What follows belongs to an exercise in optimizing a design on an open flow for small area and a short achievable clock period; a production flow would make more cautious choices.
In this exercise RTL edits were held to simulation tests only and were not proved equivalent to the original.
Power and IR drop assume default switching activity.

Setup of job 101:
Design Pipeline_CPU, start of the top module:
module Pipeline_CPU( clk_i, rst_n, imem_addr_o, imem_data_i,
                     dmem_addr_o, dmem_wdata_o, dmem_we_o, dmem_re_o, dmem_rdata_i );
For scale: roughly 1,400 flip-flops, about 160 I/O pins, roughly 56,000 um^2 of cells after synthesis.
==> flow/config.mk <==
export PLATFORM = sky130hd
export DESIGN_NAME = Pipeline_CPU
export DESIGN_NICKNAME = Pipeline_CPU
export VERILOG_FILES = /design/flow/design.v
export SDC_FILE = /design/flow/constraint.sdc
export NUM_CORES = 8
export LEC_CHECK = 0
export CAP_MARGIN = 20
export CORE_MARGIN = 2
export CORE_UTILIZATION = 65
export CTS_BUF_LIST = sky130_fd_sc_hd__clkbuf_16
export CTS_CLUSTER_DIAMETER = 80
export CTS_CLUSTER_SIZE = 20
export SLEW_MARGIN = 20
export SYNTH_HIERARCHICAL = 1
==> flow/constraint.sdc <==
create_clock -name core_clock -period 20.0 [get_ports {clk_i}]
set_input_delay 4.0000 -clock core_clock [delete_from_list [all_inputs] [get_ports {clk_i}]]
set_output_delay 4.0000 -clock core_clock [all_outputs]
set_load 0.01 [all_outputs]
standard.sh (not shown) runs the stock make flow with config.mk's settings and CLKGATE_MAP_FILE= SYNTH_SCRIPT=/design/flow/synth_recipe.tcl, a recipe that flattens the netlist after the stock synthesis.
==> flow/flow/run.sh <==
#!/bin/bash
# Layout flow: the standard flow (standard.sh, ORFS) with two changes:
#  - ports are buffered with buf_2 instead of the delay cell buffer_ports picks
#  - repair_timing aims for a larger setup margin, so the resizer works on the
#    paths that set the achieved clock period
# ORFS writes each step's full log under orfs/logs/; make's own output goes to
# flow_make.log.
set -euo pipefail
bash standard.sh \
  "BUFFER_PORTS_ARGS=-buffer_cell sky130_fd_sc_hd__buf_2" \
  SETUP_SLACK_MARGIN=14.75 \
  finish > flow_make.log 2>&1
> inputs changed (job 101 -> job 102)
-- flow/flow/run.sh --
<<< job 101, line 9
bash standard.sh \
  "BUFFER_PORTS_ARGS=-buffer_cell sky130_fd_sc_hd__buf_2" \
  SETUP_SLACK_MARGIN=14.75 \
  finish > flow_make.log 2>&1
>>> job 102, line 9
bash standard.sh \
  "BUFFER_PORTS_ARGS=-buffer_cell sky130_fd_sc_hd__buf_2" \
  SETUP_SLACK_MARGIN=14.6 \
  finish > flow_make.log 2>&1
--- outcome ---
Job 102 vs. job 101: total power consumption of the routed design held steady, area after synthesis held steady, sum of routed wire length over all layers held steady.

---

the reference run:
Starting RTL as in the previous note.
export LEC_CHECK = 0
export CAP_MARGIN = 20
export CORE_MARGIN = 2
export CORE_UTILIZATION = 65
export CTS_BUF_LIST = sky130_fd_sc_hd__clkbuf_16
export CTS_CLUSTER_DIAMETER = 80
export CTS_CLUSTER_SIZE = 20
export SLEW_MARGIN = 20
export SYNTH_HIERARCHICAL = 1
create_clock -name core_clock -period 20.0 [get_ports {clk_i}]
==> flow/flow/run.sh <==
#!/bin/bash
# Layout flow: the standard flow (standard.sh, ORFS) with two changes:
#  - ports are buffered with buf_2 instead of the delay cell buffer_ports picks
#  - repair_timing aims for a larger setup margin, so the resizer works on the
#    paths that set the achieved clock period
# ORFS writes each step's full log under orfs/logs/; make's own output goes to
# flow_make.log.
set -euo pipefail
bash standard.sh \
  "BUFFER_PORTS_ARGS=-buffer_cell sky130_fd_sc_hd__buf_2" \
  SETUP_SLACK_MARGIN=14.7 \
  finish > flow_make.log 2>&1
Changes in the trial run relative to the reference run:
--- a/flow/flow/run.sh
+++ b/flow/flow/run.sh
@@ -11 +11 @@
-  SETUP_SLACK_MARGIN=14.7 \
+  SETUP_SLACK_MARGIN=14.8 \
==> results.txt <==
registers as the top cell class by occupied area was reported by the trial run, and multi-input gates by the reference run.
Looking at share of power burned in combinational logic, the trial run sits above the reference run.
The trial run vs the reference run, critical-path cell with the highest stage delay: sky130_fd_sc_hd__dfxtp_4 vs sky130_fd_sc_hd__dfxtp_1
For the number of resized instances in the post-cts repair step, the trial run came in 105 higher than the reference run did.
Routed wire in the trial run totals more than in the reference run.

---

## alpha
Pipeline_CPU, a different RTL version from the one above (not shown whole).
For scale: about 1300 flip-flops, about 55000 um2 of cells after synthesis.
## Pipeline_CPU
module Pipeline_CPU( clk_i, rst_n, imem_addr_o, imem_data_i,
                     dmem_addr_o, dmem_wdata_o, dmem_we_o, dmem_re_o, dmem_rdata_i );
export LEC_CHECK = 0
export CAP_MARGIN = 20
export CORE_MARGIN = 2
export CORE_UTILIZATION = 65
export CTS_BUF_LIST = sky130_fd_sc_hd__clkbuf_16
export CTS_CLUSTER_DIAMETER = 80
export CTS_CLUSTER_SIZE = 20
export SLEW_MARGIN = 20
export SYNTH_HIERARCHICAL = 1
create_clock -name core_clock -period 20.0 [get_ports {clk_i}]
==> flow/flow/run.sh <==
#!/bin/bash
# Layout flow: the standard flow (standard.sh, ORFS) with these changes:
#  - ports are buffered with buf_2 instead of the delay cell buffer_ports picks
#  - repair_timing aims for a larger setup margin, so the resizer works on the
#    paths that set the achieved clock period
#  - the timing repair after global routing estimates wire parasitics 20%
#    higher (flow/pessimistic_rc.tcl), closer to the extracted ones
# ORFS writes each step's full log under orfs/logs/; make's own output goes to
# flow_make.log.
set -euo pipefail
here=$(cd "$(dirname "$0")" && pwd)
bash standard.sh \
  "BUFFER_PORTS_ARGS=-buffer_cell sky130_fd_sc_hd__buf_2" \
  SETUP_SLACK_MARGIN=14.8 \
  "PRE_GLOBAL_ROUTE_TCL=$here/pessimistic_rc.tcl" \
  finish > flow_make.log 2>&1
==> flow/flow/pessimistic_rc.tcl <==
# Sourced before global routing (PRE_GLOBAL_ROUTE_TCL). The parasitics that
# the post-global-route repair estimates from the global routes come out
# lower than the ones extracted from the finished layout; raising the wire
# capacitance and resistance estimates by 20% makes that repair aim at the
# extracted values instead.
set rc_scale 1.2
foreach {layer c r} {
  li1  1.499e-04   7.176e-02
  met1 1.72375E-04 8.929e-04
  met2 1.36233E-04 8.929e-04
  met3 2.14962E-04 1.567e-04
  met4 1.48128E-04 1.567e-04
  met5 1.54087E-04 1.781e-05
} {
  set_layer_rc -layer $layer -capacitance [expr {$c * $rc_scale}] -resistance [expr {$r * $rc_scale}]
}
set_wire_rc -signal -layer met1
set_wire_rc -clock -layer met3
puts "pessimistic_rc: layer RC scaled by $rc_scale for the global-route repair"
alpha went all the way through synthesis, placement and routing and the layout is clean on timing, DRC and antenna.
Edits applied to the flow inputs when going from alpha to beta:
==> flow/flow/run.sh <==
#!/bin/bash
# Layout flow: the standard flow (standard.sh, ORFS) with two changes:
#  - ports are buffered with buf_2 instead of the delay cell buffer_ports picks
#  - repair_timing aims for a larger setup margin, so the resizer works on the
#    paths that set the achieved clock period
# ORFS writes each step's full log under orfs/logs/; make's own output goes to
# flow_make.log.
set -euo pipefail
bash standard.sh \
  "BUFFER_PORTS_ARGS=-buffer_cell sky130_fd_sc_hd__buf_2" \
  SETUP_SLACK_MARGIN=14.8 \
  finish > flow_make.log 2>&1
removed: flow/flow/pessimistic_rc.tcl
==> comparison <==
beta completed every stage of the flow, and the final layout passed the timing, DRC and antenna checks. Per the comparison of beta with alpha, global-route wire length before repair neither gained nor lost much, area overhead of the layout relative to synthesis lost 2.5 points, final critical delay including setup and external delays lost 4.0 ps, footprint of the flip-flops and latches lost 0.34%, routed length on met2 lost 2.8%.

==> what the ideal ports hide <==
How much do the figures lean on ideal ports? The routed layouts below were timed once more, with nothing changed but the port constraints.
Step 1 (the two cells are an assumption about what drives the block):
set clk [get_ports {clk_i}]
set_driving_cell -lib_cell sky130_fd_sc_hd__clkbuf_16 $clk
set_driving_cell -lib_cell sky130_fd_sc_hd__buf_2 [delete_from_list [all_inputs] $clk]
Step 2 times the ports against the registers' clock, not the clock port: input delays grow and output delays shrink by t, the midpoint of the rising clock arrivals with the driver on.
a / b / c = ideal / step 1 / step 2; a / b = the first two.
| run | shift t [ns] | setup WS [ns] | worst setup path at the end | worst register clock-pin slew, ns |
|---|---|---|---|---|
| job 101 | 0.750 | 14.748 / 14.673 / 14.191 | input to register | 0.09 / 0.09 |
| job 102 | 0.750 | 14.582 / 14.507 / 14.205 | input to register | 0.09 / 0.09 |
| the reference run | 0.753 | 14.708 / 14.632 / 14.216 | input to register | 0.09 / 0.09 |
| the trial run | 0.750 | 14.778 / 14.701 / 14.364 | input to register | 0.09 / 0.09 |
| alpha | 0.742 | 14.728 / 14.709 / 14.266 | input to register | 0.09 / 0.09 |
| beta | 0.740 | 14.732 / 14.718 / 14.198 | input to register | 0.09 / 0.09 |
After both steps every run listed still meets setup and hold. For job 101, which loses most, drivers alone change the setup slack by -0.075 ns; drivers and shift together by -0.557 ns.
